From an optimization exercise on the open Yosys and OpenROAD flow, aimed at small area; shortcuts taken in it are not production practice. Only simulation tests tie the RTL to the original design; equivalence was not proved. Power is estimated from default activity; no workload was simulated.

==> flow/design.v (outline; a module is shown in full before it is edited, if it fits) <==
// module pwm_thresh_mul: 941 lines
// module serial_protocol_converter: 320 lines
module serial_protocol_converter (
    input               clk,
    input               rst_n,
    input [7:0]         cmd_opcode,
    input [15:0]        cmd_addr,
    input [31:0]        cmd_data,
    input               cmd_valid,
    output reg          spi_sclk,
    output reg          spi_mosi,
    input               spi_miso,
    output reg [3:0]    spi_cs,
    input               uart_rx,
    output reg          uart_tx,
    output [7:0]        pwm_out,
    output reg [31:0]   tx_data,
    output reg          tx_en,
    input               tx_done
);
  // ...
==> flow/run.sh <==
#!/bin/bash
# synth_recipe.tcl (not shown) runs the flow's synth.tcl, then flattens the netlist and writes it again
# the make line also repeats each setting of config.mk as NAME=value (left out here)
make -C /OpenROAD-flow-scripts/flow DESIGN_CONFIG=/design/flow/config.mk WORK_HOME=/design/flow/orfs CLKGATE_MAP_FILE= SYNTH_SCRIPT=/design/flow/synth_recipe.tcl finish
==> flow/config.mk <==
export PLATFORM = sky130hd
export DESIGN_NAME = serial_protocol_converter
export DESIGN_NICKNAME = serial_protocol_converter
export VERILOG_FILES = /design/flow/design.v
export SDC_FILE = /design/flow/constraint.sdc
export NUM_CORES = 4
export LEC_CHECK = 0
export CAP_MARGIN = 20
export CORE_MARGIN = 2
export CORE_UTILIZATION = 40
export CTS_BUF_LIST = sky130_fd_sc_hd__clkbuf_16
export CTS_CLUSTER_DIAMETER = 100
export CTS_CLUSTER_SIZE = 30
export SLEW_MARGIN = 20
==> flow/constraint.sdc <==
create_clock -name core_clock -period 10.0 [get_ports {clk}]
set_input_delay 2.0000 -clock core_clock [delete_from_list [all_inputs] [get_ports {clk}]]
set_output_delay 2.0000 -clock core_clock [all_outputs]
set_load 0.01 [all_outputs]
==> results.yml, run 1 <==
timing:
  max_freq_mhz: 106
  whs_ns: 0.363
  skew_ns: 0.0307
  rsz0062_at_grt: "no"
  fin_tns_setup_ns: 0
clocking:
  cts_tree: "built"
  h-tree-depth: 1
  ctsResizeCount: 0
  cts.sinks: 710
final_layout:
  top_area_cell_class: "flip-flops and latches"
  n_all_inverters: 214
  layout_commonest_cell: "edfxtp_1"
power:
  powerComb_mw: 6.60
  comb_power_share_pct: 52.4
  p_sw_mw: 5.57
setup_path:
  worstRegToRegCells: 21
  worstPathRequired_ns: 10.36
route:
  routedWlPerCell_microns: 20.8
  drt-total-wl_mm: 86.9
  post-route-drc-count: 0
placement:
  gp_congestion: 0.875
yosys:
  synth.area.mux_share_pct: 0.998
  syn_area_sq_mm: 0.0351
  yosys.area_share.simple_pct: 9.52
  synthXorXnorAreaFrac_pct: 3.72
  synth_top_family_by_area: "adder cells"
  syn-mean-instance-area_sq_um: 12.2
  synth_compound_area_share_pct: 12.7
floorplan:
  die_y_microns: 300
status:
  status: "no timing/DRC/antenna violations"
==> run 2, diff against run 1 <==
==> flow/flow/run.sh (new file) <==
#!/bin/bash
# Own layout flow: the standard flow (standard.sh) with two changes.
#  1. After the standard synthesis, flow/polarity.py re-chooses the polarity of
#     the full-adder cells (a full adder is self-dual) so that fewer inverters
#     are needed between them. Registers and logic function are unchanged.
#  2. Ports are buffered with sky130_fd_sc_hd__buf_1 (every port still gets a
#     buffer, as in the standard flow).
# Each tool's output goes to a log file of its own in this folder.
set -euo pipefail
R=orfs/results/${FLOW_PLATFORM}/serial_protocol_converter/base
bash standard.sh synth > synth.log 2>&1
cp "$R/1_2_yosys.v" "$R/1_2_yosys_std.v"
python3 flow/polarity.py "$R/1_2_yosys_std.v" "$R/1_2_yosys_pol.v" > polarity.log 2>&1
mv "$R/1_2_yosys_pol.v" "$R/1_2_yosys.v"
bash standard.sh BUFFER_PORTS_ARGS="-buffer_cell sky130_fd_sc_hd__buf_1" finish > layout.log 2>&1
==> flow/flow/polarity.py (new file) <==
#!/usr/bin/env python3
"""Full-adder polarity assignment on a mapped sky130 netlist.

A full adder is self-dual: FA(~a,~b,~c) = (~sum, ~carry).  Yosys's adder
extraction picks each adder's polarity on its own, which leaves inverters
between adders.  This script chooses a polarity for every fa cell so that
the fewest inverters are needed, removes the design's inverters (except
those that drive ports or assigns) and rebuilds one inverter per net that
still needs an inverted copy.  The logic function is unchanged.

usage: polarity.py IN.v OUT.v
"""
import re, sys, random

src = open(sys.argv[1]).read()
m = re.search(r'^module\s+(\S+)\s*\((.*?)\);', src, re.S | re.M)
body_start = m.end()
body_end = src.rindex('endmodule')
head, body, tail = src[:body_start], src[body_start:body_end], src[body_end:]

# statements end with ';' ; cell instances contain '(' ... ');'
stmts = []
i = 0
# split body into statements, respecting escaped identifiers (which end at whitespace)
buf = ''
n = len(body)
while i < n:
    ch = body[i]
    if ch == '\\':
        j = i
        while j < n and not body[j].isspace():
            j += 1
        buf += body[i:j]
        i = j
        continue
    buf += ch
    i += 1
    if ch == ';':
        stmts.append(buf)
        buf = ''
trailing = buf

cell_re = re.compile(r'^\s*(\S+)\s+(\S+)\s*\((.*)\)\s*;\s*$', re.S)
pin_re = re.compile(r'\.(\w+)\s*\(\s*((?:\\\S+\s*(?:\[\d+\])?|[^()\s]+(?:\s*\[\d+\])?)?)\s*\)')

def norm(net):
    return re.sub(r'\s+', ' ', net.strip())

cells = []   # dicts: idx, type, name, pins(list of (pin, net)), raw
others = []  # (idx, text)
ports = set()
assign_nets = set()
decl_wires = {}
for k, st in enumerate(stmts):
    s = st.strip()
    if re.match(r'^(input|output|inout)\b', s):
        for w in re.findall(r'(\\\S+|[A-Za-z_][\w$]*)\s*(?:;|,)', s.split(']')[-1] if ']' in s.split()[1] else s):
            pass
        name = s.rstrip(';').split()[-1]
        ports.add(name)
        others.append((k, st)); continue
    if s.startswith('wire') or s.startswith('reg'):
        name = s.rstrip(';').split()[-1]
        decl_wires[name] = k
        others.append((k, st)); continue
    if s.startswith('assign'):
        for tok in re.findall(r'\\\S+|[A-Za-z_][\w$.]*', s[6:]):
            assign_nets.add(tok)
        others.append((k, st)); continue
    mm = cell_re.match(st)
    if mm and mm.group(1).startswith('sky130_fd_sc_hd__'):
        pins = [(p, norm(v)) for p, v in pin_re.findall(mm.group(3))]
        cells.append(dict(idx=k, type=mm.group(1), name=mm.group(2), pins=pins))
    else:
        others.append((k, st))

def base(net):
    # name of the declared vector/scalar a net belongs to
    if net.startswith('\\'):
        return net.split(' ')[0]
    return net.split('[')[0].strip()

OUTP = {'X', 'Y', 'Q', 'Q_N', 'COUT', 'SUM'}
isinv = lambda t: re.match(r'sky130_fd_sc_hd__(clk)?inv_\d+$', t) is not None
isfa = lambda t: t == 'sky130_fd_sc_hd__fa_1' or re.match(r'sky130_fd_sc_hd__fa_\d+$', t) is not None

driver = {}
for c in cells:
    for p, v in c['pins']:
        if p in OUTP and v:
            driver[v] = (c, p)

def keep_inv(c):
    y = dict(c['pins'])['Y']
    return base(y) in ports or y in assign_nets or base(y) in assign_nets

removed = [c for c in cells if isinv(c['type']) and not keep_inv(c)]
removed_ids = set(id(c) for c in removed)

def root(net):
    par = 0
    seen = 0
    while net in driver and id(driver[net][0]) in removed_ids:
        net = dict(driver[net][0]['pins'])['A']
        par ^= 1
        seen += 1
        if seen > 100: raise SystemExit('inverter loop')
    return net, par

fas = [c for c in cells if isfa(c['type'])]
fid = {id(c): i for i, c in enumerate(fas)}
f = [0] * len(fas)

# consumers: (cell, pin index, root, par)
cons = []
for c in cells:
    if id(c) in removed_ids: continue
    for pi, (p, v) in enumerate(c['pins']):
        if p in OUTP or not v: continue
        if re.match(r"^\d+'[hbd]", v): continue
        r, par = root(v)
        cons.append((c, pi, r, par))
by_root = {}
for e in cons:
    by_root.setdefault(e[2], []).append(e)

def fdrv(r):
    d = driver.get(r)
    if d and id(d[0]) in fid: return f[fid[id(d[0])]]
    return 0
def fcons(c):
    return f[fid[id(c)]] if id(c) in fid else 0
def need(r):
    fd = fdrv(r)
    for c, pi, rr, par in by_root.get(r, ()):
        if par ^ fcons(c) != fd: return 1
    return 0

# roots touched by each fa
touch = []
for c in fas:
    rs = set()
    for p, v in c['pins']:
        if not v or re.match(r"^\d+'[hbd]", v): continue
        if p in OUTP: rs.add(v)
        else: rs.add(root(v)[0])
    touch.append(rs)

def cost():
    return sum(need(r) for r in by_root)

before = cost()
best = list(f); bestc = before
rng = random.Random(1)
for restart in range(20):
    if restart:
        f[:] = [rng.randint(0, 1) if rng.random() < 0.3 else b for b in best]
    improved = True
    while improved:
        improved = False
        order = list(range(len(fas))); rng.shuffle(order)
        for i in order:
            old = sum(need(r) for r in touch[i])
            f[i] ^= 1
            new = sum(need(r) for r in touch[i])
            if new < old: improved = True
            elif new == old and rng.random() < 0.1: pass
            else: f[i] ^= 1
    c_ = cost()
    if c_ < bestc: bestc = c_; best = list(f)
f[:] = best
after = cost()

# rewrite
newinv = {}
extra_wires = []
extra_cells = []
def inv_of(r):
    if r not in newinv:
        nm = f'_pol{len(newinv)}_'
        newinv[r] = nm
        extra_wires.append(f'  wire {nm};\n')
        ra = r + ' ' if r.startswith('\\') else r
        extra_cells.append(f'  sky130_fd_sc_hd__inv_1 _polinv{len(newinv)}_ (\n    .A({ra}),\n    .Y({nm})\n  );\n')
    return newinv[r]
newpins = {}
for c, pi, r, par in cons:
    want_phys_inverted = (par ^ fcons(c)) != fdrv(r)
    newpins[(id(c), pi)] = inv_of(r) if want_phys_inverted else r
out_stmts = {}
for c in cells:
    if id(c) in removed_ids:
        out_stmts[c['idx']] = ''
        continue
    fl = fcons(c)
    pins = []
    for pi, (p, v) in enumerate(c['pins']):
        if (id(c), pi) in newpins:
            v = newpins[(id(c), pi)]
        elif fl and re.match(r"^1'h[01]$", v):
            v = "1'h1" if v.endswith('0') else "1'h0"
        if v.startswith('\\'): v += ' '
        pins.append(f'    .{p}({v})')
    out_stmts[c['idx']] = f"\n  {c['type']} {c['name']} (\n" + ',\n'.join(pins) + '\n  );'
# which nets are still used
used = set()
for k, txt in out_stmts.items():
    for v in re.findall(r'\.\w+\(([^()]*)\)', txt):
        used.add(base(norm(v)))
for r in newinv: used.add(base(r))
for k, st in others:
    if not st.strip().startswith('wire'):
        for tok in re.findall(r'\\\S+|[A-Za-z_][\w$]*', st):
            used.add(tok)
res = [head]
for k, st in enumerate(stmts):
    if k in out_stmts:
        res.append(out_stmts[k])
    else:
        s = st.strip()
        if s.startswith('wire'):
            name = s.rstrip(';').split()[-1]
            if name not in used and name not in ports:
                continue
        res.append(st)
res.append('\n' + ''.join(extra_wires) + ''.join(extra_cells))
res.append(trailing)
res.append(tail)
open(sys.argv[2], 'w').write(''.join(res))
print(f'fa cells {len(fas)}, flipped {sum(f)}, inverters removed {len(removed)}, '
      f'kept {sum(1 for c in cells if isinv(c["type"])) - len(removed)}, rebuilt {len(newinv)} '
      f'(needed before {before}, after {after})')
==> flow/standard.sh (new file) <==
#!/bin/bash
# synth_recipe.tcl (not shown) runs the flow's synth.tcl, then flattens the netlist and writes it again
# the make line also repeats each setting of config.mk as NAME=value (left out here)
make -C /OpenROAD-flow-scripts/flow DESIGN_CONFIG=/design/flow/config.mk WORK_HOME=/design/flow/orfs CLKGATE_MAP_FILE= SYNTH_SCRIPT=/design/flow/synth_recipe.tcl "${@:-finish}"
--- a/flow/config.mk
+++ b/flow/config.mk
@@ -7,7 +7,7 @@
 export LEC_CHECK = 0
 export CAP_MARGIN = 20
 export CORE_MARGIN = 2
-export CORE_UTILIZATION = 40
+export CORE_UTILIZATION = 60
 export CTS_BUF_LIST = sky130_fd_sc_hd__clkbuf_16
 export CTS_CLUSTER_DIAMETER = 100
 export CTS_CLUSTER_SIZE = 30
removed: flow/run.sh
==> run 2 against run 1 <==
Still clean on timing, DRC and antenna. Non-clock buffer count fell by 18. Routed wire length fell by 2.3%. Critical path depth rose by 2. Via count fell by 0.24%. Core utilization rose by 21 points.
==> results.yml, run 2 <==
grt:
  grt_overflow: 0
  grt_max_degree: 80
  grt_pass1_wl_mm: 132
  grt_pass1_vias: 22466
  gr-usage-all-layers_pct: 28.7
  antenna_found_initial: 2
final_layout:
  layout-drive-gt1-share_pct: 8.14
  layout_common_cells: "480 x edfxtp_1, 203 x ha_1, 186 x nand2_1, 176 x inv_1, 175 x dfxtp_1"
  layout.nets: 3306
  synthToLayoutAreaGrowth_pct: 7.96
  reg.largest.list: "pwm_ch.cnt (128), pwm_ch.pwm_k (128), pwm_ch.pwm_nt (128)"
  layout_commonest_cell: "edfxtp_1"
  finalNonFillerCells: 3729
yosys:
  synth_nets: 3192
  ys_warn_count: 1
  syn-mean-instance-area_sq_um: 12.4
  syn_area_sq_mm: 0.0349
  synthCells: 2824
setup_path:
  worstPathRequired_ns: 10.36
  cp-start-kind: "input port"
  cpMostUsedCell: "a21oi_1"
  critPathCaptureType: "flop"
  timing.rr.start: "utx_cnt[0]"
  worstPathArrival_ns: 9.69
  r2r_setup_slack_ns: 4.43
  slowest_stage: "fa_1"
  crit_path_max_incr_delay_ns: 0.54
  worstSetupPathType: "input port to flop"
  critical_path.max_fanout: 12
  critPathBufInv: 7
  worstRegToRegCells: 21
  r2r-end: "utx_shift[6]"
  crit_family: "compound AO/OA/AOI/OAI gates"
hold_path:
  hold_path_end: "rx_sync1"
  min_path_cells: 0
  hp-start: "rx_sync0"
  min_path_type: "flop to flop"
power:
  p_per_area_mw_per_mm2: 331
  seqPwrFrac_pct: 36.5
  total_power_mw: 12.5
  p_int_mw: 6.94
  swShare_pct: 44.4
  comb_power_share_pct: 50.9
  p_clk_share_pct: 12.6
  p_sw_mw: 5.53
  p_leak_nw: 15.0
  ir_drop_mv: 0.974
floorplan:
  dieArea_sq_mm: 0.0601
  die_x_microns: 245
  row_count: 88
  start_util_pct: 60.6
  core_sq_mm: 0.0576
  ios: 110
  die_y_microns: 245
clocking:
  cts_tree: "built"
  cts_buffer_depth: 3
  cts.sinks: 710
  post-cts-setup-buffers: 0
  cts_made_buffers: 30
  h-tree-depth: 1
  path_clk_slew_ns: 0.12
  hold_buffers: 0
  ctsResizeCount: 0
  cts_root_buf: "clkbuf_16"
  clock_latency_ns: 0.65
timing:
  post-route-min-period_ns: 9.33
  max_freq_mhz: 107
  worst_pin_slew_ns: 1.04
  drv_slew: 0
  rsz0062_at_grt: "no"
  slew_headroom_pct: 30.4
  skew_ns: 0.0337
  fin_tns_setup_ns: 0
  hold_viol: 0
  fin_crit_sh_pct: 93.3
  finalSetupViolations: 0
  final.setup.worst_slack_ns: 0.667
placement:
  port_buffers: 109
  gp_congestion: 0.911
  dp_slack_ns: -0.125
  dp_cells: 3670
  hpwl_mm: 59.4
route:
  post-route-drc-count: 0
  drt-total-wl_mm: 84.9
  antenna_left: 0
  dr.pass1.iters: 8
  routedWlPerCell_microns: 22.8
  via_count: 22895
  vias_per_cell: 6.14
  drt-initial-drc-count: 2187
status:
  status: "no timing/DRC/antenna violations"
flow_run:
  drv_cap: 0
[run 2: worst max-delay path by stage]
| stage | from | slack [ns] | depth (start not counted) | to |
|---|---|---|---|---|
| after global routing | cmd_data[5] | 0.15 | 32 | pwm_ch[7].pwm_nt[14] |
| after detailed placement | cmd_data[5] | -0.13 | 31 | pwm_ch[5].pwm_nt[14] |
| final | cmd_data[5] | 0.67 | 32 | pwm_ch[7].pwm_nt[14] |
| after CTS | cmd_data[5] | 0.56 | 31 | pwm_ch[4].pwm_nt[14] |
| after global placement | cmd_data[5] | 0.18 | 31 | pwm_ch[6].pwm_nt[14] |
| after floorplan | cmd_data[3] | 0.89 | 29 | pwm_ch[0].pwm_nt[14] |
[run 2: final cells by class]
class / count / area, sq um
diodes: 2 / 5.00
multi-input cells: 1831 / 14700
flip-flops and latches: 710 / 19300
clock inverters: 25 / 254
fillers: 4393 / 19900
well taps: 765 / 957
inverters: 162 / 608
clock buffers: 31 / 776
repair buffers: 203 / 1120
[run 2: layer usage]
metal / up-vias / global-route usage [%] / routed length [microns]
li1: 10585 / - / -
met1: 11468 / 42.6 / 38500
met2: 748 / 45.6 / 38900
met3: 94 / 3.46 / 5790
met4: 0 / 6.04 / 1750
met5: - / 0 / 0
[run 2: power groups by stage]
stage / Combinational, mW / Clock [mW] / Sequential (mW)
2_1_floorplan: 2.74 / 0 / 4.61
3_3_place_gp: 6.32 / 0 / 4.61
3_5_place_dp: 6.37 / 0 / 4.62
4_1_cts: 6.42 / 1.61 / 4.55
5_1_grt: 6.78 / 1.70 / 4.55
6_report: 6.35 / 1.57 / 4.55
[run 2: metrics by stage]
stage          util, %  area, sq um  hold slack [ns]
2_1_floorplan        -        34900            0.345
3_3_place_gp      63.6        36600            0.347
3_5_place_dp      63.6        36600            0.351
4_1_cts           65.4        37700            0.364
5_1_grt           65.4        37700            0.371
6_report          65.5        37700            0.366
==> run 3, diff against run 2 <==
==> flow/flow/run.sh (replaced) <==
#!/bin/bash
# Own layout flow: the standard flow (standard.sh) with three changes.
#  1. After the standard synthesis, flow/polarity.py re-chooses the polarity of
#     the full-adder cells (a full adder is self-dual) so that fewer inverters
#     are needed between them.
#  2. flow/reabc.sh then re-maps the combinational logic between the
#     registers and adder cells with an area-oriented ABC script (area.abc).
#     Registers keep their instances, names and cell types.
#  3. Ports are buffered with sky130_fd_sc_hd__buf_1 (every port still gets a
#     buffer, as in the standard flow).
# Each tool's output goes to a log file of its own in this folder.
set -euo pipefail
R=orfs/results/${FLOW_PLATFORM}/serial_protocol_converter/base
bash standard.sh synth > synth.log 2>&1
cp "$R/1_2_yosys.v" "$R/1_2_yosys_std.v"
python3 flow/polarity.py "$R/1_2_yosys_std.v" "$R/1_2_yosys_pol.v" > polarity.log 2>&1
bash flow/reabc.sh "$R/1_2_yosys_pol.v" "$R/1_2_yosys_abc.v" > reabc.log 2>&1
cp "$R/1_2_yosys_abc.v" "$R/1_2_yosys.v"
bash standard.sh BUFFER_PORTS_ARGS="-buffer_cell sky130_fd_sc_hd__buf_1" finish > layout.log 2>&1
==> flow/flow/area.abc (new file) <==
&get -n
&st
&dch
&nf -R 1000
&st
&dch
&nf -R 1000
&put
==> flow/flow/dont_use.txt (new file) <==
sky130_fd_sc_hd__probe_p_8
sky130_fd_sc_hd__probec_p_8
sky130_fd_sc_hd__lpflow_bleeder_1
sky130_fd_sc_hd__lpflow_clkbufkapwr_1
sky130_fd_sc_hd__lpflow_clkbufkapwr_16
sky130_fd_sc_hd__lpflow_clkbufkapwr_2
sky130_fd_sc_hd__lpflow_clkbufkapwr_4
sky130_fd_sc_hd__lpflow_clkbufkapwr_8
sky130_fd_sc_hd__lpflow_clkinvkapwr_1
sky130_fd_sc_hd__lpflow_clkinvkapwr_16
sky130_fd_sc_hd__lpflow_clkinvkapwr_2
sky130_fd_sc_hd__lpflow_clkinvkapwr_4
sky130_fd_sc_hd__lpflow_clkinvkapwr_8
sky130_fd_sc_hd__lpflow_decapkapwr_12
sky130_fd_sc_hd__lpflow_decapkapwr_3
sky130_fd_sc_hd__lpflow_decapkapwr_4
sky130_fd_sc_hd__lpflow_decapkapwr_6
sky130_fd_sc_hd__lpflow_decapkapwr_8
sky130_fd_sc_hd__lpflow_inputiso0n_1
sky130_fd_sc_hd__lpflow_inputiso0p_1
sky130_fd_sc_hd__lpflow_inputiso1n_1
sky130_fd_sc_hd__lpflow_inputiso1p_1
sky130_fd_sc_hd__lpflow_inputisolatch_1
sky130_fd_sc_hd__lpflow_isobufsrc_1
sky130_fd_sc_hd__lpflow_isobufsrc_16
sky130_fd_sc_hd__lpflow_isobufsrc_2
sky130_fd_sc_hd__lpflow_isobufsrc_4
sky130_fd_sc_hd__lpflow_isobufsrc_8
sky130_fd_sc_hd__lpflow_isobufsrckapwr_16
sky130_fd_sc_hd__lpflow_lsbuf_lh_hl_isowell_tap_1
sky130_fd_sc_hd__lpflow_lsbuf_lh_hl_isowell_tap_2
sky130_fd_sc_hd__lpflow_lsbuf_lh_hl_isowell_tap_4
sky130_fd_sc_hd__lpflow_lsbuf_lh_isowell_4
sky130_fd_sc_hd__lpflow_lsbuf_lh_isowell_tap_1
sky130_fd_sc_hd__lpflow_lsbuf_lh_isowell_tap_2
sky130_fd_sc_hd__lpflow_lsbuf_lh_isowell_tap_4
sky130_fd_sc_hd__fill_1
sky130_fd_sc_hd__fill_2
sky130_fd_sc_hd__fill_4
sky130_fd_sc_hd__fill_8
==> flow/flow/reabc.sh (new file) <==
#!/bin/bash
# usage: reabc.sh IN.v OUT.v
# Re-maps the combinational logic of a mapped netlist with an area-oriented
# ABC script (area.abc). Flip-flops, latches, adder cells and tie cells are
# kept as they are (same instances, same names).
set -euo pipefail
D=$(cd "$(dirname "$0")" && pwd)
YOSYS=${YOSYS:-$FLOW_HOME/../tools/install/yosys/bin/yosys}
LIB=$FLOW_HOME/platforms/sky130hd/lib/sky130_fd_sc_hd__tt_025C_1v80.lib
DU=$(sed -n 's/^\(sky130_fd_sc_hd__[a-z0-9_]*\)$/-dont_use \1/p' "$D/dont_use.txt" | tr '\n' ' ')
"$YOSYS" -p "read_liberty -ignore_miss_func $LIB; read_verilog $1; hierarchy -top $FLOW_TOP;
  setattr -mod -set blackbox 1 sky130_fd_sc_hd__*df* sky130_fd_sc_hd__fa_* sky130_fd_sc_hd__ha_* sky130_fd_sc_hd__conb_* sky130_fd_sc_hd__dl*;
  flatten; opt_clean -purge;
  abc -liberty $LIB $DU -script $D/area.abc -D 10000;
  opt_clean -purge; splitnets; opt_clean -purge;
  hilomap -singleton -hicell sky130_fd_sc_hd__conb_1 HI -locell sky130_fd_sc_hd__conb_1 LO;
  insbuf -buf sky130_fd_sc_hd__buf_1 A X; opt_clean -purge;
  stat -liberty $LIB;
  write_verilog -noattr -noexpr -nohex -nodec $2"
==> run 3 against run 2 <==
Highest routed layer is now met5. Flip-flop and latch count stayed put. Clock-buffer cell count shrank 2. Critical endpoint is now pwm_ch[5].pwm_nt[14]. Register-to-register slack better by 0.57 ns. Cell count fell by 4.4%. Synthesized area decreased by 4.3%. Largest cell class unchanged. Critical path depth shrank 4. Still clean. Clock power decreased by 9.6%. Fmax is 1.5% higher. Worst hold slack worse by 0.0033 ns.
==> results.yml, run 3 <==
grt:
  grt_pass1_vias: 20720
  gr-usage-all-layers_pct: 28.2
  grt_max_degree: 80
  grt_pass1_wl_mm: 124
  grt_overflow: 0
  antenna_found_initial: 2
timing:
  skew_ns: 0.0255
  hold_viol: 0
  worst_pin_slew_ns: 1.08
  drv_slew: 0
  max_freq_mhz: 109
  post-route-min-period_ns: 9.19
  fin_crit_sh_pct: 91.9
  slew_headroom_pct: 27.7
  fin_tns_setup_ns: 0
  finalSetupViolations: 0
  rsz0062_at_grt: "no"
route:
  via_count: 21806
  vias_per_cell: 6.12
  drt-total-wl_mm: 80.7
  post-route-drc-count: 0
  drt-initial-drc-count: 2194
  dr.pass1.iters: 8
  antenna_left: 0
  routedWlPerCell_microns: 22.6
setup_path:
  worstRegToRegCells: 24
  critical_path.max_fanout: 12
  worstPathRequired_ns: 10.34
  timing.rr.start: "utx_cnt[0]"
  r2r-end: "uart_tx"
  worstPathArrival_ns: 9.54
  cp-start-kind: "input port"
  worstSetupPathType: "input port to flop"
  r2r_setup_slack_ns: 5.00
  critPathCaptureType: "flop"
power:
  total_power_mw: 10.8
  ir_drop_mv: 0.937
  p_int_mw: 6.49
  swShare_pct: 40.0
  p_per_area_mw_per_mm2: 298
  p_clk_share_pct: 13.1
  seqPwrFrac_pct: 42.3
  comb_power_share_pct: 44.5
  p_leak_nw: 13.3
  p_sw_mw: 4.34
hold_path:
  hold_path_end: "rx_sync1"
  min_path_cells: 0
  hp-start: "rx_sync0"
  min_path_type: "flop to flop"
placement:
  port_buffers: 109
  gp_congestion: 0.916
  hpwl_mm: 58.6
clocking:
  cts_root_buf: "clkbuf_16"
  ctsResizeCount: 0
  cts.sinks: 710
  cts_buffer_depth: 3
  clock_latency_ns: 0.63
  hold_buffers: 0
  post-cts-setup-buffers: 0
  cts_made_buffers: 28
  h-tree-depth: 1
  path_clk_slew_ns: 0.12
  cts_tree: "built"
final_layout:
  num_antenna_cells: 0
  layout_common_cells: "480 x edfxtp_1, 203 x ha_1, 177 x and2_0, 175 x a22oi_1, 175 x dfxtp_1"
  layout-drive-gt1-share_pct: 5.47
  layout_commonest_cell: "edfxtp_1"
  synthToLayoutAreaGrowth_pct: 8.87
  reg.largest.list: "pwm_ch.cnt (128), pwm_ch.pwm_k (128), pwm_ch.pwm_nt (128)"
  layout.nets: 3163
yosys:
  ys_warn_count: 1
  syn-mean-instance-area_sq_um: 13.0
  syn_area_sq_mm: 0.0334
  synth_nets: 2940
  synthCells: 2572
floorplan:
  ios: 110
  die_y_microns: 240
  core_sq_mm: 0.0551
  dieArea_sq_mm: 0.0576
  start_util_pct: 60.6
  die_x_microns: 240
  row_count: 86
status:
  status: "no timing/DRC/antenna violations"
flow_run:
  drv_cap: 0
[run 3: worst max-delay path, cell delays in order]
cell and delay [ns]:
buf_1 0.46, ha_1 0.60, a22oi_1 0.19, xnor2_1 0.18, fa_1 0.60, fa_1 0.47
fa_1 0.54, fa_1 0.55, clkinv_1 0.10, a222oi_1 0.32, a22o_1 0.22, fa_1 0.20
clkinv_1 0.09, fa_1 0.41, nand2_1 0.09, nand2_1 0.05, a21oi_1 0.21, o21ai_0 0.12
a21oi_1 0.23, o21ai_0 0.12, a21oi_1 0.24, nor2b_1 0.08, nor3_1 0.26, o21bai_1 0.11
a21oi_1 0.26, o21bai_1 0.10, a21oi_1 0.17, xor2_1 0.52
[run 3: worst max path at each step]
stage                            start                    to  slack [ns]  depth (start not counted)
after floorplan            cmd_data[1]  pwm_ch[0].pwm_nt[14]        0.88                         27
after global routing       cmd_data[1]  pwm_ch[5].pwm_nt[14]        0.20                         32
final                      cmd_data[5]  pwm_ch[5].pwm_nt[14]        0.81                         28
after CTS                 cmd_data[11]  pwm_ch[5].pwm_nt[14]        0.85                         30
after detailed placement  cmd_data[11]  pwm_ch[2].pwm_nt[14]        0.24                         30
after global placement     cmd_data[1]  pwm_ch[3].pwm_nt[14]        0.16                         29
[run 3: routing by layer]
metal | GRT usage, % | vias to the layer above | routed length [microns]
li1 | - | 10106 | -
met1 | 45.7 | 10879 | 39000
met2 | 41.8 | 748 | 34700
met3 | 3.17 | 71 | 5710
met4 | 4.14 | 2 | 1190
met5 | 0 | - | 11
[run 3: cell type report]
type                       count  area (sq um)
multi-input combinational   1713         13600
inverter                     145           544
clock inverter                23           129
clock buffer                  29           726
tap                          748           936
sequential                   710         19300
timing repair buffer         197          1110
fill                        4249         18700
[run 3: through the flow]
stage | hold WS (ns) | instance area, sq um | instances | util (%) | setup WS, ns
after global routing | 0.366 | 36400 | 3565 | 66.0 | 0.196
after floorplan | 0.345 | 33400 | 2572 | - | 0.877
after detailed placement | 0.348 | 35500 | 3512 | 64.4 | 0.244
after global placement | 0.345 | 35400 | 3511 | 64.3 | 0.159
final | 0.363 | 36400 | 3565 | 66.0 | 0.807
after CTS | 0.364 | 36300 | 3564 | 65.9 | 0.846
[run 3: power groups by stage]
stage                     Clock (mW)  Sequential [mW]  Combinational [mW]
final                           1.42             4.58                4.82
after global routing            1.54             4.58                5.38
after CTS                       1.45             4.58                4.96
after detailed placement           0             4.65                4.91
after global placement             0             4.64                4.86
after floorplan                    0             4.61                2.77
==> run 4, diff against run 3 <==
--- a/flow/config.mk
+++ b/flow/config.mk
@@ -5,10 +5,10 @@
 export SDC_FILE = /design/flow/constraint.sdc
 export NUM_CORES = 4
 export LEC_CHECK = 0
-export CAP_MARGIN = 20
+export CAP_MARGIN = 0
 export CORE_MARGIN = 2
-export CORE_UTILIZATION = 60
+export CORE_UTILIZATION = 70
 export CTS_BUF_LIST = sky130_fd_sc_hd__clkbuf_16
 export CTS_CLUSTER_DIAMETER = 100
 export CTS_CLUSTER_SIZE = 30
-export SLEW_MARGIN = 20
+export SLEW_MARGIN = 0
==> run 4 against run 3 <==
First-iteration DRC count increased by 11%. Global-route usage increased by 3.8 points. Core utilization increased by 10 points. Cell count decreased by 3.8%. Via count increased by 1.9%. Clock-buffer cell count decreased by 1.
==> results.yml, run 4 <==
clocking:
  h-tree-depth: 1
  clock_latency_ns: 0.63
  cts_buffer_depth: 3
  cts_root_buf: "clkbuf_16"
  ctsResizeCount: 0
  path_clk_slew_ns: 0.11
  cts_made_buffers: 28
  hold_buffers: 0
  cts_tree: "built"
  post-cts-setup-buffers: 0
  cts.sinks: 710
yosys:
  ys_warn_count: 1
  syn_area_sq_mm: 0.0334
  syn-mean-instance-area_sq_um: 13.0
  synthCells: 2572
  synth_nets: 2940
route:
  vias_per_cell: 6.48
  drt-total-wl_mm: 78.7
  via_count: 22227
  post-route-drc-count: 0
  routedWlPerCell_microns: 22.9
  antenna_left: 0
  drt-initial-drc-count: 2427
  dr.pass1.iters: 6
grt:
  grt_pass1_wl_mm: 122
  gr-usage-all-layers_pct: 32.0
  grt_overflow: 0
  grt_pass1_vias: 21433
  grt_max_degree: 80
  antenna_found_initial: 1
placement:
  gp_congestion: 0.906
  hpwl_mm: 56.3
  port_buffers: 109
  placed_area_sq_mm: 0.0352
final_layout:
  layout_commonest_cell: "edfxtp_1"
  final_cell_area_sq_mm: 0.0361
  layout.nets: 3159
  n_fill_cell: 3083
  synthToLayoutAreaGrowth_pct: 8.07
  layout-drive-gt1-share_pct: 5.05
  layout_common_cells: "480 x edfxtp_1, 203 x ha_1, 177 x and2_0, 175 x a22oi_1, 175 x dfxtp_1"
  reg.largest.list: "pwm_ch.cnt (128), pwm_ch.pwm_k (128), pwm_ch.pwm_nt (128)"
setup_path:
  worstPathRequired_ns: 10.36
  crit_family: "compound AO/OA/AOI/OAI gates"
  worstPathArrival_ns: 9.46
  crit_path_max_incr_delay_ns: 0.85
  cp-start-kind: "input port"
  worstSetupPathType: "input port to flop"
  cpMostUsedCell: "fa_1"
  critical_path.max_fanout: 9
  critPathBufInv: 3
  r2r_setup_slack_ns: 5.00
  slowest_stage: "o21ai_0"
  critPathCaptureType: "flop"
timing:
  hold_viol: 0
  fin_tns_setup_ns: 0
  fin_crit_sh_pct: 90.9
  drv_slew: 0
  max_freq_mhz: 110
  slew_headroom_pct: 8.97
  finalSetupViolations: 0
  skew_ns: 0.0355
  post-route-min-period_ns: 9.09
  rsz0062_at_grt: "no"
  worst_pin_slew_ns: 1.37
power:
  seqPwrFrac_pct: 42.1
  p_int_mw: 6.59
  p_sw_mw: 4.30
  p_leak_nw: 13.3
  swShare_pct: 39.5
  total_power_mw: 10.9
  comb_power_share_pct: 45.1
  ir_drop_mv: 0.854
  p_per_area_mw_per_mm2: 302
  p_clk_share_pct: 12.8
flow_run:
  drv_cap: 0
floorplan:
  die_y_microns: 222
  core_sq_mm: 0.0474
  row_count: 80
  die_x_microns: 222
  start_util_pct: 70.4
  dieArea_sq_mm: 0.0495
  ios: 110
hold_path:
  min_path_type: "flop to flop"
status:
  status: "no timing/DRC/antenna violations"
run 4: power groups by stage:
| stage | registers (mW) | clock network (mW) | logic, mW |
|---|---|---|---|
| floorplan | 4.61 | 0 | 2.77 |
| global placement | 4.64 | 0 | 4.88 |
| detailed placement | 4.65 | 0 | 4.87 |
| CTS | 4.58 | 1.41 | 4.95 |
| global route | 4.59 | 1.50 | 5.38 |
| finish | 4.58 | 1.40 | 4.91 |
run 4: cell type report:
class                           instances  area, sq um  area share (%)
Sequential cell                       710        19300            53.5
Multi-Input combinational cell       1713        13600            37.6
Timing Repair Buffer                  193         1040            2.88
Tap cell                              615          769            2.13
Clock buffer                           28          701            1.94
Inverter                              145          544            1.51
Clock inverter                         24          145           0.402
Antenna cell                            1         2.50         0.00693
run 4: final timing paths:
path                             startpoint                    to  cells past startpoint
worst max register to register   utx_cnt[0]               uart_tx                     24
max in group asynchronous             rst_n            utx_active                      2
worst max-delay path            cmd_data[2]  pwm_ch[2].pwm_nt[14]                     31
min in group asynchronous             rst_n                 tx_en                      2
worst min register to register     rx_sync0              rx_sync1                      0
worst min-delay path               rx_sync0              rx_sync1                      0
run 4: layer usage:
metal  GRT usage (%)  wire, microns  vias to the layer above
li1                -              -                    10123
met1            48.5          34000                    10907
met2            48.0          34500                     1066
met3            6.49           8040                      131
met4            8.16           2040                        0
met5               0              0                        -
run 4: per-stage QoR:
stage	util (%)	hold WS, ns	worst slack, ns	cells
floorplan	-	0.345	0.877	2572
global placement	74.3	0.346	0.317	3376
detailed placement	74.3	0.347	0.271	3376
CTS	76.1	0.356	0.894	3428
global route	76.1	0.359	0.144	3428
finish	76.1	0.358	0.906	3429
==> module serial_protocol_converter, before the edit <==
module serial_protocol_converter (
    input               clk,
    input               rst_n,
    input [7:0]         cmd_opcode,
    input [15:0]        cmd_addr,
    input [31:0]        cmd_data,
    input               cmd_valid,
    output reg          spi_sclk,
    output reg          spi_mosi,
    input               spi_miso,
    output reg [3:0]    spi_cs,
    input               uart_rx,
    output reg          uart_tx,
    output [7:0]        pwm_out,
    output reg [31:0]   tx_data,
    output reg          tx_en,
    input               tx_done
);
wire op_hi0 = (cmd_opcode[7:4] == 4'h0);
wire cmd_02 = cmd_valid & op_hi0 & (cmd_opcode[3:0] == 4'h2);
wire cmd_04 = cmd_valid & op_hi0 & (cmd_opcode[3:0] == 4'h4);
wire cmd_05 = cmd_valid & op_hi0 & (cmd_opcode[3:0] == 4'h5);
wire cmd_06 = cmd_valid & op_hi0 & (cmd_opcode[3:0] == 4'h6);
wire cmd_07 = cmd_valid & op_hi0 & (cmd_opcode[3:0] == 4'h7);
wire cmd_08 = cmd_valid & op_hi0 & (cmd_opcode[3:0] == 4'h8);
reg [31:0] spi_tx_reg;       
reg        spi_tx_v;
reg [31:0] i2c_tx_reg;       
reg        i2c_tx_v;
reg [15:0] uart_div;         
reg [7:0]  uart_tx_reg;      
reg        uart_tx_v;
wire        div_zero = (cmd_data[15:0] == 16'd0);
wire [15:0] div_in   = cmd_data[15:0] | (div_zero ? 16'd434 : 16'd0);
always @(posedge clk or negedge rst_n) begin
    if (!rst_n) begin
        spi_tx_v    <= 1'b0;
        i2c_tx_v    <= 1'b0;
        uart_div    <= 16'd434;
        uart_tx_v   <= 1'b0;
    end else begin
        if (cmd_02) spi_tx_v    <= 1'b1;
        if (cmd_04) i2c_tx_v    <= 1'b1;
        if (cmd_05) uart_div    <= div_in;
        if (cmd_06) uart_tx_v   <= 1'b1;
    end
end
always @(posedge clk) begin
    if (cmd_02) spi_tx_reg  <= cmd_data;
    if (cmd_04) i2c_tx_reg  <= cmd_data;
    if (cmd_06) uart_tx_reg <= cmd_data[7:0];
end
reg        spi_busy, spi_oth;
reg [4:0]  spi_bit_cnt;
reg [31:0] spi_shift_reg;
reg [31:0] spi_rx_reg;       
reg        spi_rx_v;
wire spi_idle = ~spi_busy & ~spi_oth;
wire spi_last = spi_sclk & (spi_bit_cnt == 5'd0);
wire spi_load = spi_idle & cmd_02;
wire spi_step = spi_busy & spi_sclk;
always @(posedge clk or negedge rst_n) begin
    if (!rst_n) begin
        spi_busy <= 1'b0;
        spi_oth  <= 1'b0;
        spi_sclk <= 1'b0;
        spi_mosi <= 1'b0;
        spi_cs   <= 4'hF;
        spi_rx_v <= 1'b0;
    end else begin
        spi_busy <= spi_idle ? cmd_02 : (spi_busy & ~spi_last);
        spi_oth  <= spi_idle & ~cmd_02 & (cmd_04 | cmd_06);
        spi_sclk <= spi_busy & ~spi_sclk;
        if (spi_oth)
            spi_mosi <= 1'b0;
        else if (spi_step)
            spi_mosi <= spi_shift_reg[31];
        if (spi_oth | (spi_step & (spi_bit_cnt == 5'd0)))
            spi_cs <= 4'hF;
        else if (spi_load)
            spi_cs <= ~(4'b0001 << cmd_addr[1:0]);
        if (spi_step & (spi_bit_cnt == 5'd0))
            spi_rx_v <= 1'b1;
    end
end
always @(posedge clk) begin
    if (spi_load) begin
        spi_shift_reg <= spi_tx_reg & {32{spi_tx_v}};
        spi_bit_cnt   <= 5'd31;
    end else if (spi_step) begin
        spi_shift_reg <= {spi_shift_reg[30:0], spi_miso};
        spi_bit_cnt   <= spi_bit_cnt - 5'd1;
    end
    if (spi_step & (spi_bit_cnt == 5'd0))
        spi_rx_reg <= {spi_shift_reg[30:0], spi_miso};
end
reg        i2c_busy;
reg [7:0]  i2c_cnt;
reg [31:0] i2c_rx_reg;       
reg        i2c_rx_v;
wire i2c_at200 = (i2c_cnt == 8'h0B);
wire i2c_at201 = (i2c_cnt == 8'h16);
always @(posedge clk or negedge rst_n) begin
    if (!rst_n) begin
        i2c_busy <= 1'b0;
        i2c_rx_v <= 1'b0;
    end else begin
        if (!i2c_busy)
            i2c_busy <= cmd_04;
        else if (i2c_at201)
            i2c_busy <= 1'b0;
        if (i2c_busy & i2c_at200)
            i2c_rx_v <= i2c_tx_v;
    end
end
always @(posedge clk) begin
    if (!i2c_busy)
        i2c_cnt <= 8'd0;
    else
        i2c_cnt <= {i2c_cnt[6:0], ~(i2c_cnt[7] ^ i2c_cnt[5] ^ i2c_cnt[4] ^ i2c_cnt[3])};
    if (i2c_busy & i2c_at200)
        i2c_rx_reg <= i2c_tx_reg;
end
reg        utx_active;
reg [15:0] utx_cnt;
reg [9:0]  utx_shift;        
wire [16:0] utx_ic;
wire [15:0] utx_inc;
wire [16:0] utx_gc;
assign utx_ic[0] = 1'b1;
assign utx_gc[0] = 1'b1;
genvar ub;
generate
    for (ub = 0; ub < 16; ub = ub + 1) begin : utx_bits
        assign utx_inc[ub]  = utx_cnt[ub] ^ utx_ic[ub];
        assign utx_ic[ub+1] = utx_cnt[ub] & utx_ic[ub];
        assign utx_gc[ub+1] = (utx_inc[ub] & ~uart_div[ub])
                            | ((utx_inc[ub] | ~uart_div[ub]) & utx_gc[ub]);
    end
endgenerate
wire utx_tick = utx_ic[16] | utx_gc[16];
always @(posedge clk or negedge rst_n) begin
    if (!rst_n) begin
        utx_active <= 1'b0;
        uart_tx    <= 1'b1;
    end else begin
        if (!utx_active) begin
            utx_active <= cmd_06;
            uart_tx    <= ~cmd_06;
        end else if (utx_tick) begin
            uart_tx <= utx_shift[0];
            if (utx_shift[9:1] == 9'd0)
                utx_active <= 1'b0;
        end
    end
end
always @(posedge clk) begin
    if (!utx_active) begin
        utx_cnt   <= 16'd0;
        utx_shift <= {1'b1, uart_tx_reg & {8{uart_tx_v}}, 1'b0};
    end else if (utx_tick) begin
        utx_cnt   <= 16'd0;
        utx_shift <= {1'b0, utx_shift[9:1]};
    end else begin
        utx_cnt   <= utx_inc;
    end
end
localparam RX_IDLE = 2'd0, RX_START = 2'd1, RX_DATA = 2'd2, RX_STOP = 2'd3;
reg        rx_sync0, rx_sync1;
reg [1:0]  rx_state;
reg [15:0] urx_cnt;          
reg [7:0]  rx_shift;         
reg [7:0]  rx_data;          
reg        rx_data_v;
wire [16:0] urx_bc;
wire [15:0] urx_dec;
assign urx_bc[0] = 1'b1;
genvar rb;
generate
    for (rb = 0; rb < 16; rb = rb + 1) begin : urx_bits
        assign urx_dec[rb]  = urx_cnt[rb] ^ urx_bc[rb];
        assign urx_bc[rb+1] = ~urx_cnt[rb] & urx_bc[rb];
    end
endgenerate
wire urx_hi0  = (urx_cnt[15:1] == 15'd0);
wire urx_zero = urx_hi0 & ~urx_cnt[0];
wire urx_one  = urx_hi0 &  urx_cnt[0];
always @(posedge clk or negedge rst_n) begin
    if (!rst_n) begin
        rx_sync0  <= 1'b1;
        rx_sync1  <= 1'b1;
        rx_state  <= RX_IDLE;
        rx_data_v <= 1'b0;
    end else begin
        rx_sync0 <= uart_rx;
        rx_sync1 <= rx_sync0;
        case (rx_state)
            RX_IDLE:  if (!rx_sync1) rx_state <= RX_START;
            RX_START: if (urx_zero) rx_state <= rx_sync1 ? RX_IDLE : RX_DATA;
            RX_DATA:  if (urx_one & rx_shift[0]) rx_state <= RX_STOP;
            default:  if (urx_one) begin
                          rx_state  <= RX_IDLE;
                          rx_data_v <= 1'b1;
                      end
        endcase
    end
end
always @(posedge clk) begin
    case (rx_state)
        RX_IDLE: urx_cnt <= {1'b0, uart_div[15:1]};
        RX_START: begin
            if (urx_zero) begin
                urx_cnt  <= uart_div;
                rx_shift <= 8'h80;
            end else
                urx_cnt <= urx_dec;
        end
        RX_DATA: begin
            if (urx_one) begin
                urx_cnt  <= uart_div;
                rx_shift <= {rx_sync1, rx_shift[7:1]};
            end else
                urx_cnt <= urx_dec;
        end
        default: begin
            urx_cnt <= urx_dec;
            if (urx_one)
                rx_data <= rx_shift;
        end
    endcase
end
wire addr_hi0 = (cmd_addr[15:2] == 14'd0);
wire sel_spi  = addr_hi0 & (cmd_addr[1:0] == 2'd1) & spi_rx_v;
wire sel_i2c  = addr_hi0 & (cmd_addr[1:0] == 2'd2) & i2c_rx_v;
wire sel_uart = addr_hi0 & (cmd_addr[1:0] == 2'd3) & rx_data_v;
wire [31:0] rd_data = ({32{sel_spi}} & spi_rx_reg)
                    | ({32{sel_i2c}} & i2c_rx_reg)
                    | {24'd0, {8{sel_uart}} & rx_data};
reg [31:0] tx_data_r;
reg        tx_data_v;
always @(*) tx_data = tx_data_r & {32{tx_data_v}};
always @(posedge clk) begin
    if (cmd_08)
        tx_data_r <= rd_data;
end
always @(posedge clk or negedge rst_n) begin
    if (!rst_n) begin
        tx_data_v <= 1'b0;
        tx_en     <= 1'b0;
    end else begin
        if (cmd_08) begin
            tx_data_v <= 1'b1;
            tx_en     <= 1'b1;
        end else if (!cmd_valid && tx_done)
            tx_en     <= 1'b0;
    end
end
wire [15:0] pwm_per  = cmd_data[31:16];
wire [15:0] pwm_thr;         
wire        pwm_wr   = cmd_07 & (cmd_addr[15:3] == 13'd0);
pwm_thresh_mul pwm_mul (
    .a  (cmd_data[31:16]),
    .b  (cmd_data[15:0]),
    .y  (pwm_thr)
);
wire [16:0] pwm_kc;
wire [15:0] pwm_kin;
assign pwm_kc[0] = 1'b1;
genvar kb;
generate
    for (kb = 0; kb < 16; kb = kb + 1) begin : pwm_kbits
        assign pwm_kin[kb]  = ~pwm_per[kb] ^ pwm_kc[kb];
        assign pwm_kc[kb+1] = ~pwm_per[kb] & pwm_kc[kb];
    end
endgenerate
wire pwm_vin = (pwm_per != 16'd0);
reg [7:0]  pwm_v;
reg [7:0]  pwm_q;
assign pwm_out = pwm_q;
genvar j, b;
generate
    for (j = 0; j < 8; j = j + 1) begin : pwm_ch
        reg  [15:0] pwm_k;
        reg  [15:0] pwm_nt;
        reg  [15:0] cnt;
        wire        we = pwm_wr & (cmd_addr[2:0] == j);
        wire [16:0] ic;          
        wire [15:0] inc;
        wire [16:0] wc;          
        wire [16:0] tc;          
        assign ic[0] = 1'b1;
        assign wc[0] = 1'b1;
        assign tc[0] = 1'b1;
        for (b = 0; b < 16; b = b + 1) begin : bits
            assign inc[b]  = cnt[b] ^ ic[b];
            assign ic[b+1] = cnt[b] & ic[b];
            assign wc[b+1] = (cnt[b] & pwm_k[b])  | ((cnt[b] | pwm_k[b])  & wc[b]);
            assign tc[b+1] = (cnt[b] & pwm_nt[b]) | ((cnt[b] | pwm_nt[b]) & tc[b]);
        end
        wire wrap = ~pwm_v[j] | wc[16];
        always @(posedge clk) begin
            if (we) begin
                pwm_k  <= pwm_kin;
                pwm_nt <= ~pwm_thr;
            end
            cnt <= wrap ? 16'd0 : inc;
        end
        always @(posedge clk or negedge rst_n) begin
            if (!rst_n) begin
                pwm_v[j] <= 1'b0;
                pwm_q[j] <= 1'b0;
            end else begin
                if (we)
                    pwm_v[j] <= pwm_vin;
                pwm_q[j] <= pwm_v[j] & ~tc[16];
            end
        end
    end
endgenerate
endmodule
==> run 5, diff against run 4 <==
--- a/flow/design.v
+++ b/flow/design.v
@@ -992,12 +992,12 @@
     if (cmd_06) uart_tx_reg <= cmd_data[7:0];
 end
 reg        spi_busy, spi_oth;
-reg [4:0]  spi_bit_cnt;
+reg [4:0]  spi_bit_ncnt;      
 reg [31:0] spi_shift_reg;
 reg [31:0] spi_rx_reg;       
 reg        spi_rx_v;
 wire spi_idle = ~spi_busy & ~spi_oth;
-wire spi_last = spi_sclk & (spi_bit_cnt == 5'd0);
+wire spi_last = spi_sclk & (spi_bit_ncnt == 5'd31);
 wire spi_load = spi_idle & cmd_02;
 wire spi_step = spi_busy & spi_sclk;
 always @(posedge clk or negedge rst_n) begin
@@ -1016,23 +1016,23 @@
             spi_mosi <= 1'b0;
         else if (spi_step)
             spi_mosi <= spi_shift_reg[31];
-        if (spi_oth | (spi_step & (spi_bit_cnt == 5'd0)))
+        if (spi_oth | (spi_step & (spi_bit_ncnt == 5'd31)))
             spi_cs <= 4'hF;
         else if (spi_load)
             spi_cs <= ~(4'b0001 << cmd_addr[1:0]);
-        if (spi_step & (spi_bit_cnt == 5'd0))
+        if (spi_step & (spi_bit_ncnt == 5'd31))
             spi_rx_v <= 1'b1;
     end
 end
 always @(posedge clk) begin
     if (spi_load) begin
         spi_shift_reg <= spi_tx_reg & {32{spi_tx_v}};
-        spi_bit_cnt   <= 5'd31;
+        spi_bit_ncnt  <= 5'd0;
     end else if (spi_step) begin
         spi_shift_reg <= {spi_shift_reg[30:0], spi_miso};
-        spi_bit_cnt   <= spi_bit_cnt - 5'd1;
+        spi_bit_ncnt  <= spi_bit_ncnt + 5'd1;
     end
-    if (spi_step & (spi_bit_cnt == 5'd0))
+    if (spi_step & (spi_bit_ncnt == 5'd31))
         spi_rx_reg <= {spi_shift_reg[30:0], spi_miso};
 end
 reg        i2c_busy;
@@ -1109,23 +1109,23 @@
 localparam RX_IDLE = 2'd0, RX_START = 2'd1, RX_DATA = 2'd2, RX_STOP = 2'd3;
 reg        rx_sync0, rx_sync1;
 reg [1:0]  rx_state;
-reg [15:0] urx_cnt;          
+reg [15:0] urx_ncnt;         
 reg [7:0]  rx_shift;         
 reg [7:0]  rx_data;          
 reg        rx_data_v;
-wire [16:0] urx_bc;
-wire [15:0] urx_dec;
-assign urx_bc[0] = 1'b1;
+wire [16:0] urx_ic;
+wire [15:0] urx_inc;
+assign urx_ic[0] = 1'b1;
 genvar rb;
 generate
     for (rb = 0; rb < 16; rb = rb + 1) begin : urx_bits
-        assign urx_dec[rb]  = urx_cnt[rb] ^ urx_bc[rb];
-        assign urx_bc[rb+1] = ~urx_cnt[rb] & urx_bc[rb];
+        assign urx_inc[rb]  = urx_ncnt[rb] ^ urx_ic[rb];
+        assign urx_ic[rb+1] = urx_ncnt[rb] & urx_ic[rb];
     end
 endgenerate
-wire urx_hi0  = (urx_cnt[15:1] == 15'd0);
-wire urx_zero = urx_hi0 & ~urx_cnt[0];
-wire urx_one  = urx_hi0 &  urx_cnt[0];
+wire urx_hi0  = (urx_ncnt[15:1] == 15'h7FFF);
+wire urx_zero = urx_hi0 &  urx_ncnt[0];
+wire urx_one  = urx_hi0 & ~urx_ncnt[0];
 always @(posedge clk or negedge rst_n) begin
     if (!rst_n) begin
         rx_sync0  <= 1'b1;
@@ -1148,23 +1148,23 @@
 end
 always @(posedge clk) begin
     case (rx_state)
-        RX_IDLE: urx_cnt <= {1'b0, uart_div[15:1]};
+        RX_IDLE: urx_ncnt <= ~{1'b0, uart_div[15:1]};
         RX_START: begin
             if (urx_zero) begin
-                urx_cnt  <= uart_div;
+                urx_ncnt <= ~uart_div;
                 rx_shift <= 8'h80;
             end else
-                urx_cnt <= urx_dec;
+                urx_ncnt <= urx_inc;
         end
         RX_DATA: begin
             if (urx_one) begin
-                urx_cnt  <= uart_div;
+                urx_ncnt <= ~uart_div;
                 rx_shift <= {rx_sync1, rx_shift[7:1]};
             end else
-                urx_cnt <= urx_dec;
+                urx_ncnt <= urx_inc;
         end
         default: begin
-            urx_cnt <= urx_dec;
+            urx_ncnt <= urx_inc;
             if (urx_one)
                 rx_data <= rx_shift;
         end
--- a/flow/config.mk
+++ b/flow/config.mk
@@ -7,7 +7,7 @@
 export LEC_CHECK = 0
 export CAP_MARGIN = 0
 export CORE_MARGIN = 2
-export CORE_UTILIZATION = 70
+export CORE_UTILIZATION = 80
 export CTS_BUF_LIST = sky130_fd_sc_hd__clkbuf_16
 export CTS_CLUSTER_DIAMETER = 100
 export CTS_CLUSTER_SIZE = 30
==> run 5 against run 4 <==
Synthesized cell count rose by 0.35%. Combinational power fell by 3%. Sequential power fell by 2%. Largest power group unchanged. Critical endpoint is now pwm_ch[1].pwm_nt[14]. Setup slack got worse by 0.030 ns. Via count rose by 8.9%.
==> results.yml, run 5 <==
route:
  drt-total-wl_mm: 91.6
  via_count: 24202
  routedWlPerCell_microns: 27.5
  post-route-drc-count: 0
  dr.pass1.iters: 9
  vias_per_cell: 7.26
  drt-initial-drc-count: 4109
  antenna_left: 0
placement:
  hpwl_mm: 62.5
  port_buffers: 109
  dp_cells: 3283
  gp_congestion: 0.961
grt:
  grt_pass1_wl_mm: 141
  grt_pass1_vias: 24133
  antenna_found_initial: 3
  grt_overflow: 0
  grt_max_degree: 56
  gr-usage-all-layers_pct: 42.6
clocking:
  cts.sinks: 710
  cts_made_buffers: 27
  cts_tree: "built"
  ctsResizeCount: 0
  cts_root_buf: "clkbuf_16"
  clock_latency_ns: 0.64
  cts_buffer_depth: 3
  path_clk_slew_ns: 0.11
  post-cts-setup-buffers: 0
  h-tree-depth: 1
  hold_buffers: 0
timing:
  max_freq_mhz: 110
  finalSetupViolations: 0
  skew_ns: 0.0340
  slew_headroom_pct: 11.3
  worst_pin_slew_ns: 1.33
  hold_viol: 0
  rsz0062_at_grt: "no"
  fin_tns_setup_ns: 0
  drv_slew: 0
  fin_crit_sh_pct: 91.2
  post-route-min-period_ns: 9.12
hold_path:
  min_path_type: "flop to flop"
  min_path_cells: 0
  hold_path_end: "rx_sync1"
  hp-start: "rx_sync0"
yosys:
  syn-mean-instance-area_sq_um: 12.9
  ys_warn_count: 1
  synth_nets: 2950
  syn_area_sq_mm: 0.0333
  synthCells: 2581
final_layout:
  layout-drive-gt1-share_pct: 4.39
  layout.nets: 3149
  reg.largest.list: "pwm_ch.cnt (128), pwm_ch.pwm_k (128), pwm_ch.pwm_nt (128)"
  n_fill_cell: 1786
  finalNonFillerCells: 3335
  synthToLayoutAreaGrowth_pct: 7.22
  layout_common_cells: "480 x edfxtp_1, 204 x ha_1, 202 x nand2_1, 175 x dfxtp_1, 166 x a22oi_1"
  layout_commonest_cell: "edfxtp_1"
flow_run:
  drv_cap: 0
floorplan:
  dieArea_sq_mm: 0.0433
  die_y_microns: 208
  row_count: 74
  ios: 110
  core_sq_mm: 0.0410
  start_util_pct: 81.3
  die_x_microns: 208
setup_path:
  worstPathArrival_ns: 9.45
  worstPathRequired_ns: 10.33
  worstSetupPathType: "input port to flop"
  crit_path_max_incr_delay_ns: 0.72
  cpMostUsedCell: "fa_1"
  worstRegToRegCells: 19
  crit_family: "compound AO/OA/AOI/OAI gates"
  critPathBufInv: 4
  r2r-end: "utx_shift[3]"
  slowest_stage: "o21ai_0"
  r2r_setup_slack_ns: 4.39
  timing.rr.start: "utx_cnt[0]"
  critical_path.max_fanout: 10
  cp-start-kind: "input port"
  critPathCaptureType: "flop"
power:
  ir_drop_mv: 0.554
  p_leak_nw: 13.2
  p_per_area_mw_per_mm2: 298
status:
  status: "no timing/DRC/antenna violations"
## run 5: report_power, final
group	switching, mW	internal [mW]	total (mW)	leakage, nW
Sequential	0.0326	4.47	4.51	6.42
Combinational	3.37	1.39	4.76	6.30
Clock	0.871	0.506	1.38	0.458
## run 5: metrics by stage
stage	power (mW)	hold slack (ns)	area, sq um	worst slack [ns]	utilization (%)
finish	10.6	0.370	35800	0.876	87.2
global route	11.1	0.377	35700	0.534	87.2
CTS	10.5	0.369	35700	1.05	87.1
detailed placement	9.21	0.354	35000	0.428	85.2
global placement	9.04	0.346	35000	0.696	85.2
floorplan	7.30	0.345	33300	1.08	-
## run 5: area by class of cell
| type | instances | area [sq um] | area share, % |
|---|---|---|---|
| Multi-Input combinational cell | 1738 | 13600 | 38.0 |
| Tap cell | 532 | 666 | 1.86 |
| Inverter | 129 | 484 | 1.35 |
| Timing Repair Buffer | 174 | 911 | 2.55 |
| Clock buffer | 27 | 676 | 1.89 |
| Sequential cell | 710 | 19300 | 54.0 |
| Clock inverter | 23 | 108 | 0.301 |
| Antenna cell | 2 | 5.00 | 0.0140 |
## run 5: worst max path at each step
stage / to / depth (start not counted) / startpoint / slack (ns)
2_1_floorplan: pwm_ch[0].pwm_nt[15] / 27 / cmd_data[1] / 1.08
3_3_place_gp: pwm_ch[1].pwm_nt[14] / 31 / cmd_data[2] / 0.70
3_5_place_dp: pwm_ch[4].pwm_nt[14] / 30 / cmd_data[1] / 0.43
4_1_cts: pwm_ch[4].pwm_nt[14] / 30 / cmd_data[1] / 1.05
5_1_grt: pwm_ch[2].pwm_nt[14] / 30 / cmd_data[1] / 0.53
6_report: pwm_ch[1].pwm_nt[14] / 30 / cmd_data[2] / 0.88
## run 5: per-layer routing
metal / share of wire, % / global-route usage, % / up-vias
li1: - / - / 10101
met3: 15 / 10.9 / 382
met4: 4.0 / 15.3 / 4
met1: 35 / 58.9 / 11566
met2: 46 / 66.6 / 2149
met5: 0.028 / 0 / -
==> run 6, diff against run 5 <==
--- a/flow/flow/run.sh
+++ b/flow/flow/run.sh
@@ -4,7 +4,7 @@
 #     the full-adder cells (a full adder is self-dual) so that fewer inverters
 #     are needed between them.
 #  2. flow/reabc.sh then re-maps the combinational logic between the
-#     registers and adder cells with an area-oriented ABC script (area.abc).
+#     registers and full-adder cells with an area-oriented ABC script (area.abc).
 #     Registers keep their instances, names and cell types.
 #  3. Ports are buffered with sky130_fd_sc_hd__buf_1 (every port still gets a
 #     buffer, as in the standard flow).
==> flow/flow/reabc.sh (replaced) <==
#!/bin/bash
# usage: reabc.sh IN.v OUT.v
# Re-maps the combinational logic of a mapped netlist with an area-oriented
# ABC script (area.abc). Flip-flops, latches, full-adder cells and tie cells are
# kept as they are (same instances, same names).
set -euo pipefail
D=$(cd "$(dirname "$0")" && pwd)
YOSYS=${YOSYS:-$FLOW_HOME/../tools/install/yosys/bin/yosys}
LIB=$FLOW_HOME/platforms/sky130hd/lib/sky130_fd_sc_hd__tt_025C_1v80.lib
DU=$(sed -n 's/^\(sky130_fd_sc_hd__[a-z0-9_]*\)$/-dont_use \1/p' "$D/dont_use.txt" | tr '\n' ' ')
"$YOSYS" -p "read_liberty -ignore_miss_func $LIB; read_verilog $1; hierarchy -top $FLOW_TOP;
  setattr -mod -set blackbox 1 sky130_fd_sc_hd__*df* sky130_fd_sc_hd__fa_* sky130_fd_sc_hd__conb_* sky130_fd_sc_hd__dl*;
  flatten; opt_clean -purge;
  abc -liberty $LIB $DU -script $D/area.abc -D 10000;
  opt_clean -purge; splitnets; opt_clean -purge;
  hilomap -singleton -hicell sky130_fd_sc_hd__conb_1 HI -locell sky130_fd_sc_hd__conb_1 LO;
  insbuf -buf sky130_fd_sc_hd__buf_1 A X; opt_clean -purge;
  stat -liberty $LIB;
  write_verilog -noattr -noexpr -nohex -nodec $2"
--- a/flow/config.mk
+++ b/flow/config.mk
@@ -7,7 +7,7 @@
 export LEC_CHECK = 0
 export CAP_MARGIN = 0
 export CORE_MARGIN = 2
-export CORE_UTILIZATION = 80
+export CORE_UTILIZATION = 70
 export CTS_BUF_LIST = sky130_fd_sc_hd__clkbuf_16
 export CTS_CLUSTER_DIAMETER = 100
 export CTS_CLUSTER_SIZE = 30
==> run 6 against run 5 <==
Setup slack worse by 0.20 ns. Power fell by 3.5%. Register-to-register slack improved by 1.4 ns. Synthesized cell count up 3.8%. Global-route usage is 9.2 points lower. Fmax is 2.2% lower. Clock-buffer cell count is 1 higher. Combinational power shrank 11%. Core utilization shrank 11 points. First-iteration DRC count fell by 33%. Worst hold slack worse by 0.0051 ns. Clock skew decreased by 0.017 ns. Largest cell class unchanged.
==> results.yml, run 6 <==
route:
  dr.pass1.iters: 9
  antenna_left: 0
  drt-total-wl_mm: 80.0
  routedWlPerCell_microns: 22.7
  drt-initial-drc-count: 2768
  via_count: 23313
  vias_per_cell: 6.62
  post-route-drc-count: 0
timing:
  fin_tns_setup_ns: 0
  whs_ns: 0.364
  max_freq_mhz: 107
  finalSetupViolations: 0
  hold_viol: 0
  rsz0062_at_grt: "no"
  slew_headroom_pct: 13.9
  post-route-min-period_ns: 9.33
  drv_slew: 0
  skew_ns: 0.0167
  worst_pin_slew_ns: 1.29
  fin_crit_sh_pct: 93.3
yosys:
  syn_area_sq_mm: 0.0326
  synthCells: 2680
  ys_warn_count: 1
  syn-mean-instance-area_sq_um: 12.2
  synth_nets: 2845
final_layout:
  final_util_pct: 76.3
  seq_area_sq_mm: 0.0193
  finalNonFillerCells: 3521
  num_antenna_cells: 0
  layout_common_cells: "480 x edfxtp_1, 237 x nand2_1, 216 x nor2_1, 175 x dfxtp_1, 162 x a22oi_1"
  layout-drive-gt1-share_pct: 4.70
  layout_commonest_cell: "edfxtp_1"
  layout.nets: 3057
  multi_input_area_sq_mm: 0.0131
  reg.largest.list: "pwm_ch.cnt (128), pwm_ch.pwm_k (128), pwm_ch.pwm_nt (128)"
  n_fill_cell: 2978
  synthToLayoutAreaGrowth_pct: 8.06
placement:
  port_buffers: 109
  gp_congestion: 0.943
  hpwl_mm: 56.3
  dp_cells: 3469
clocking:
  h-tree-depth: 1
  clock_latency_ns: 0.63
  hold_buffers: 0
  path_clk_slew_ns: 0.12
  cts_tree: "built"
  post-cts-setup-buffers: 0
  cts_made_buffers: 28
  cts.sinks: 710
  cts_root_buf: "clkbuf_16"
  ctsResizeCount: 0
  cts_buffer_depth: 3
setup_path:
  critical_path.max_fanout: 15
  worstSetupPathType: "input port to flop"
  critPathCaptureType: "flop"
  slowest_stage: "xor2_1"
  cp-start-kind: "input port"
  worstPathArrival_ns: 9.66
  cpMostUsedCell: "fa_1"
  worstPathRequired_ns: 10.33
  crit_path_max_incr_delay_ns: 0.61
status:
  status: "no timing/DRC/antenna violations"
power:
  p_leak_nw: 11.8
  ir_drop_mv: 0.677
  seqPwrFrac_pct: 44.9
  comb_power_share_pct: 41.5
  swShare_pct: 38.7
  p_clk_share_pct: 13.6
  total_power_mw: 10.3
  p_int_mw: 6.30
  p_per_area_mw_per_mm2: 291
  p_sw_mw: 3.97
floorplan:
  die_x_microns: 220
  dieArea_sq_mm: 0.0484
  row_count: 79
  die_y_microns: 220
  ios: 110
  start_util_pct: 70.6
  core_sq_mm: 0.0463
grt:
  antenna_found_initial: 1
  gr-usage-all-layers_pct: 33.4
  grt_max_degree: 50
  grt_pass1_wl_mm: 124
  grt_pass1_vias: 21747
  grt_overflow: 0
flow_run:
  drv_cap: 0
hold_path:
  min_path_type: "flop to flop"
run 6: cell count changes in the layout (fill, tap and decap cells not counted), moves of 18 or more:
cell,change
xor2_1,+50
clkinv_1,-64
nor2b_1,-29
a21oi_1,+35
xnor2_1,+34
nor2_1,+113
nand2_1,+35
nor3_1,+53
a31oi_1,+18
ha_1,-204
and3_1,+28
and2_0,-47
run 6: worst paths after layout:
path                                        end         from  slack, ns  depth (start not counted)
max                        pwm_ch[6].pwm_nt[14]  cmd_data[3]       0.67                         29
min                                    rx_sync1     rx_sync0       0.36                          0
max reg2reg                             uart_tx   utx_cnt[0]       5.83                         15
min reg2reg                            rx_sync1     rx_sync0       0.36                          0
max in group asynchronous              spi_tx_v        rst_n       7.86                          2
min in group asynchronous             tx_data_v        rst_n       1.17                          1
run 6: power groups by stage:
| stage | registers (mW) | clock network, mW | logic, mW |
|---|---|---|---|
| 2_1_floorplan | 4.61 | 0 | 2.60 |
| 3_3_place_gp | 4.66 | 0 | 4.17 |
| 3_5_place_dp | 4.67 | 0 | 4.21 |
| 4_1_cts | 4.61 | 1.41 | 4.27 |
| 5_1_grt | 4.63 | 1.50 | 4.66 |
| 6_report | 4.61 | 1.40 | 4.26 |
run 6: stage by stage:
| step | worst slack [ns] | cell area [sq um] |
|---|---|---|
| after floorplan | 1.40 | 32600 |
| after global placement | 0.338 | 34400 |
| after detailed placement | 0.178 | 34400 |
| after CTS | 0.829 | 35300 |
| after global routing | 0.127 | 35300 |
| final | 0.672 | 35300 |
run 6: layout make-up:
cell class | count | share of cell area [%]
Clock inverter | 24 | 0.397
Multi-Input combinational cell | 1901 | 37.2
Tap cell | 607 | 2.15
Sequential cell | 710 | 54.7
Inverter | 65 | 0.692
Clock buffer | 28 | 1.99
Timing Repair Buffer | 186 | 2.81
run 6: routing by layer:
layer  up-vias  track usage [%]  routed length [microns]  share of wire [%]
li1      10549                -                        -                  -
met1     11479             51.7                    34300                 43
met2      1165             49.9                    35300                 44
met3       120             6.11                     8620                 11
met4         0             7.23                     1820                2.3
met5         -                0                        0                  0
run 6: critical path: cells and delay by family:
family / cells / cell delay [ns]
AO/OA/AOI/OAI: 14 / 3.02
buffers and inverters: 3 / 0.52
adder cells (fa/ha/maj): 6 / 2.74
AND/OR/NAND/NOR: 4 / 0.57
XOR/XNOR: 2 / 0.81

afterwards: timing with drivers on the ports:
Ports are ideal in the flow. The routed layouts listed here were re-timed in OpenROAD. Step 1 sets driving cells, clkbuf_16 on the clock port and buf_2 on the other inputs (assumed; they add their load-dependent delay and slew). Step 2, shift: input delay + t, output delay - t, t = (earliest + latest rising clock arrival at the registers) / 2. This alone moves slack from input paths to output paths. Three values: ideal ports, drivers, drivers and shift; two values: the first two.
run	t, ns	setup WS [ns]	hold slack, ns	worst data-port slew with drivers (ns)
run 1	0.660	0.557 / 0.595 / -0.065	0.363 / 0.363 / 0.363	0.09
run 2	0.703	0.667 / 0.709 / 0.006	0.366 / 0.366 / 0.366	0.09
run 3	0.673	0.807 / 0.844 / 0.170	0.363 / 0.363 / 0.363	0.11
run 4	0.674	0.906 / 0.942 / 0.268	0.358 / 0.358 / 0.358	0.10
run 5	0.681	0.876 / 0.904 / 0.223	0.370 / 0.370 / 0.370	0.10
run 6	0.682	0.672 / 0.707 / 0.025	0.364 / 0.364 / 0.364	0.08
Met with ideal ports but missed after step 2: setup timing in run 1. For run 2, which loses most, drivers alone change the setup slack by +0.042 ns; drivers and shift together by -0.661 ns.
